This is an optimization exercise on Yosys and OpenROAD, whose aim is small area, not a production implementation. The RTL was checked by simulation tests, not by an equivalence proof against the original design.

==> job 7892: inputs <==
==> flow/design.v (excerpt) <==
module fir_filter(clk,reset,data_in,data_out);
input clk,reset;
input signed [15:0] data_in;  
output reg signed [15:0] data_out;  
reg [15:0] x0, x1, x2, x3, x4, x5, x6, x7;
wire [15:0] y;
always @(posedge clk or posedge reset)
  if (reset) begin
    x0 <= 0; x1 <= 0; x2 <= 0; x3 <= 0;
    x4 <= 0; x5 <= 0; x6 <= 0; x7 <= 0;
    data_out <= 0;
  end else begin
    x0 <= data_in; x1 <= x0; x2 <= x1; x3 <= x2;
    x4 <= x3; x5 <= x4; x6 <= x5; x7 <= x6;
    data_out <= y;
  end
  wire n1 = x1[0] ^ x6[0];
  wire n2 = x1[0] & x6[0];
  wire n3, n4;
  fir_fa u_n3 (.a(x1[1]), .b(x6[1]), .c(n2), .s(n3), .co(n4));
  wire n5, n6;
  fir_fa u_n5 (.a(x1[2]), .b(x6[2]), .c(n4), .s(n5), .co(n6));
  wire n7, n8;
  fir_fa u_n7 (.a(x1[3]), .b(x6[3]), .c(n6), .s(n7), .co(n8));
  wire n9, n10;
  fir_fa u_n9 (.a(x1[4]), .b(x6[4]), .c(n8), .s(n9), .co(n10));
  wire n11, n12;
  fir_fa u_n11 (.a(x1[5]), .b(x6[5]), .c(n10), .s(n11), .co(n12));
  wire n13, n14;
  fir_fa u_n13 (.a(x1[6]), .b(x6[6]), .c(n12), .s(n13), .co(n14));
  wire n15, n16;
  fir_fa u_n15 (.a(x1[7]), .b(x6[7]), .c(n14), .s(n15), .co(n16));
  wire n17, n18;
  fir_fa u_n17 (.a(x1[8]), .b(x6[8]), .c(n16), .s(n17), .co(n18));
  wire n19, n20;
  fir_fa u_n19 (.a(x1[9]), .b(x6[9]), .c(n18), .s(n19), .co(n20));
  wire n21, n22;
  fir_fa u_n21 (.a(x1[10]), .b(x6[10]), .c(n20), .s(n21), .co(n22));
  wire n23, n24;
  fir_fa u_n23 (.a(x1[11]), .b(x6[11]), .c(n22), .s(n23), .co(n24));
  wire n25, n26;
  fir_fa u_n25 (.a(x1[12]), .b(x6[12]), .c(n24), .s(n25), .co(n26));
  wire n27, n28;
  fir_fa u_n27 (.a(x1[13]), .b(x6[13]), .c(n26), .s(n27), .co(n28));
  wire n29, n30;
  fir_fa u_n29 (.a(x1[14]), .b(x6[14]), .c(n28), .s(n29), .co(n30));
  wire n31, n32;
  fir_fa u_n31 (.a(x1[15]), .b(x6[15]), .c(~n30), .s(n31), .co(n32));
  wire n33 = x2[0] ^ x5[0];
  wire n34 = x2[0] & x5[0];
  wire n35, n36;
  fir_fa u_n35 (.a(x2[1]), .b(x5[1]), .c(n34), .s(n35), .co(n36));
  wire n37, n38;
  ...
export LEC_CHECK = 0
export CAP_MARGIN = 20
export CORE_MARGIN = 2
export CORE_UTILIZATION = 60
export GPL_TIMING_DRIVEN = 0
export SLEW_MARGIN = 20
export SYNTH_HIERARCHICAL = 1
create_clock -name core_clock -period 13.0 [get_ports {clk}]
standard.sh (not shown) runs the stock make flow with config.mk's settings and CLKGATE_MAP_FILE= SYNTH_SCRIPT=/design/flow/synth_recipe.tcl, a recipe that flattens the netlist after the stock synthesis.
==> flow/flow/run.sh <==
#!/bin/bash
set -euo pipefail
export CTS_ARGS="-sink_clustering_enable -repair_clock_nets -buf_list sky130_fd_sc_hd__clkbuf_16 -sink_clustering_size 36 -sink_clustering_max_diameter 200 -dont_use_dummy_load"
bash standard.sh > standard_flow.log 2>&1
==> inputs of job 4143, as changes to job 7892 <==
==> flow/run.sh (new file) <==
#!/bin/bash
# synth_recipe.tcl (not shown) runs the flow's synth.tcl, then flattens the netlist and writes it again
# the make line also repeats each setting of config.mk as NAME=value (left out here)
make -C /OpenROAD-flow-scripts/flow DESIGN_CONFIG=/design/flow/config.mk WORK_HOME=/design/flow/orfs CLKGATE_MAP_FILE= SYNTH_SCRIPT=/design/flow/synth_recipe.tcl finish
- CTS_BUF_LIST: not set -> sky130_fd_sc_hd__clkbuf_16
- CTS_CLUSTER_DIAMETER: not set -> 150
- CTS_CLUSTER_SIZE: not set -> 40
- GPL_TIMING_DRIVEN: 0 -> not set
removed: flow/flow/run.sh
removed: flow/standard.sh
==> inputs of job 5919, as changes to job 7892 <==
==> flow/flow/run.sh (replaced) <==
#!/bin/bash
set -euo pipefail
export CTS_ARGS="-sink_clustering_enable -repair_clock_nets -buf_list sky130_fd_sc_hd__clkbuf_8 -dont_use_dummy_load"
bash standard.sh > standard_flow.log 2>&1
- CTS_BUF_LIST: not set -> sky130_fd_sc_hd__clkbuf_8
- GPL_TIMING_DRIVEN: 0 -> not set
==> metrics list <==
- The final critical path takes up a little over nine tenths of the cycle.
- The run finished with no timing, DRC or antenna violations.
* Detailed-placement wirelength estimate: between 20000 and 25000 µm
- In this design, the stage delay of the slowest critical-path cell is roughly 0.8 ns.
- Ratio of cells with drive above 1 in the final layout: under 10%
* Final cell count without fillers: between 1k and 1.5k
- On the final layout, the worst hold slack is ~0.38 ns.
* Pin slew with the least headroom to its limit: between 0.7 and 0.8 ns
* Clock latency on the worst-skew pair: 0.42 ns
* Fill cell instance count of the final layout: roughly 1.4k
the above is filed under job 7892

==> metrics list <==
* Run status: finished clean
- Post-route fraction of the period consumed by the critical path: around 95%
* Pin slew with the least headroom to its limit: approximately 1 ns
- Final worst hold slack: 0.385 ns
- The largest single stage delay on the critical path is approximately 0.58 ns.
- Fill cell instance count of the final layout: about 1.5k
* Clock latency on the worst-skew pair: 0.45 ns
- Once layout is complete, the cells apart from fillers number 1065.
- Detailed-placement wirelength estimate: 24800 µm
the above is filed under job 5919

==> metrics list <==
* Run status: finished clean
- For this run, global-route usage on met2 was measured as 41.3%.
- Fill cells in the final layout number between 1k and 1.5k.
* Fraction of area in registers: 25.0%
- Across all hold checks on the routed design, the worst slack comes to roughly 0.39 ns.
- Detailed placement finished with a half-perimeter wire length of ~25000 µm.
- Post-route fraction of the period consumed by the critical path: a little over nine tenths
* Startpoint of the lowest-slack register-to-register path: x6[0]
* Final non-filler cell area: about 14000 µm²
- Leaving out fill and tap cells, the most frequent cell in the layout is sky130_fd_sc_hd__fa_1.
- Type of element capturing the critical path: flop
- Unique masters post-synth: 21
- Ratio of cells with drive above 1 in the final layout: 7.45%
* Area occupied by multi-input gates: approximately 9000 µm²
the above is filed under job 4143

[re-timing with driven ports]
How much do the figures lean on ideal ports? The routed layouts below were timed once more, with nothing changed but the port constraints.
Step 1: set_driving_cell puts a clkbuf_16 on clk and a buf_2 on each other input, an assumption about the parent block.
Step 2, shift: input delay + t, output delay - t, t = (earliest + latest rising clock arrival at the registers) / 2. This alone moves slack from input paths to output paths.
a / b / c = ideal / step 1 / step 2; a / b = the first two.
| run | shift t [ns] | setup WS [ns] | worst hold slack (ns) | worst register clock-pin slew, ns |
|---|---|---|---|---|
| job 7892 | 0.447 | 0.623 / 0.623 / 0.623 | 0.384 / 0.384 / 0.384 | 0.07 / 0.07 |
| job 4143 | 0.470 | 0.625 / 0.625 / 0.625 | 0.388 / 0.388 / 0.388 | 0.08 / 0.08 |
| job 5919 | 0.478 | 0.649 / 0.649 / 0.649 | 0.385 / 0.385 / 0.385 | 0.10 / 0.10 |
After both steps every run listed still meets setup and hold.
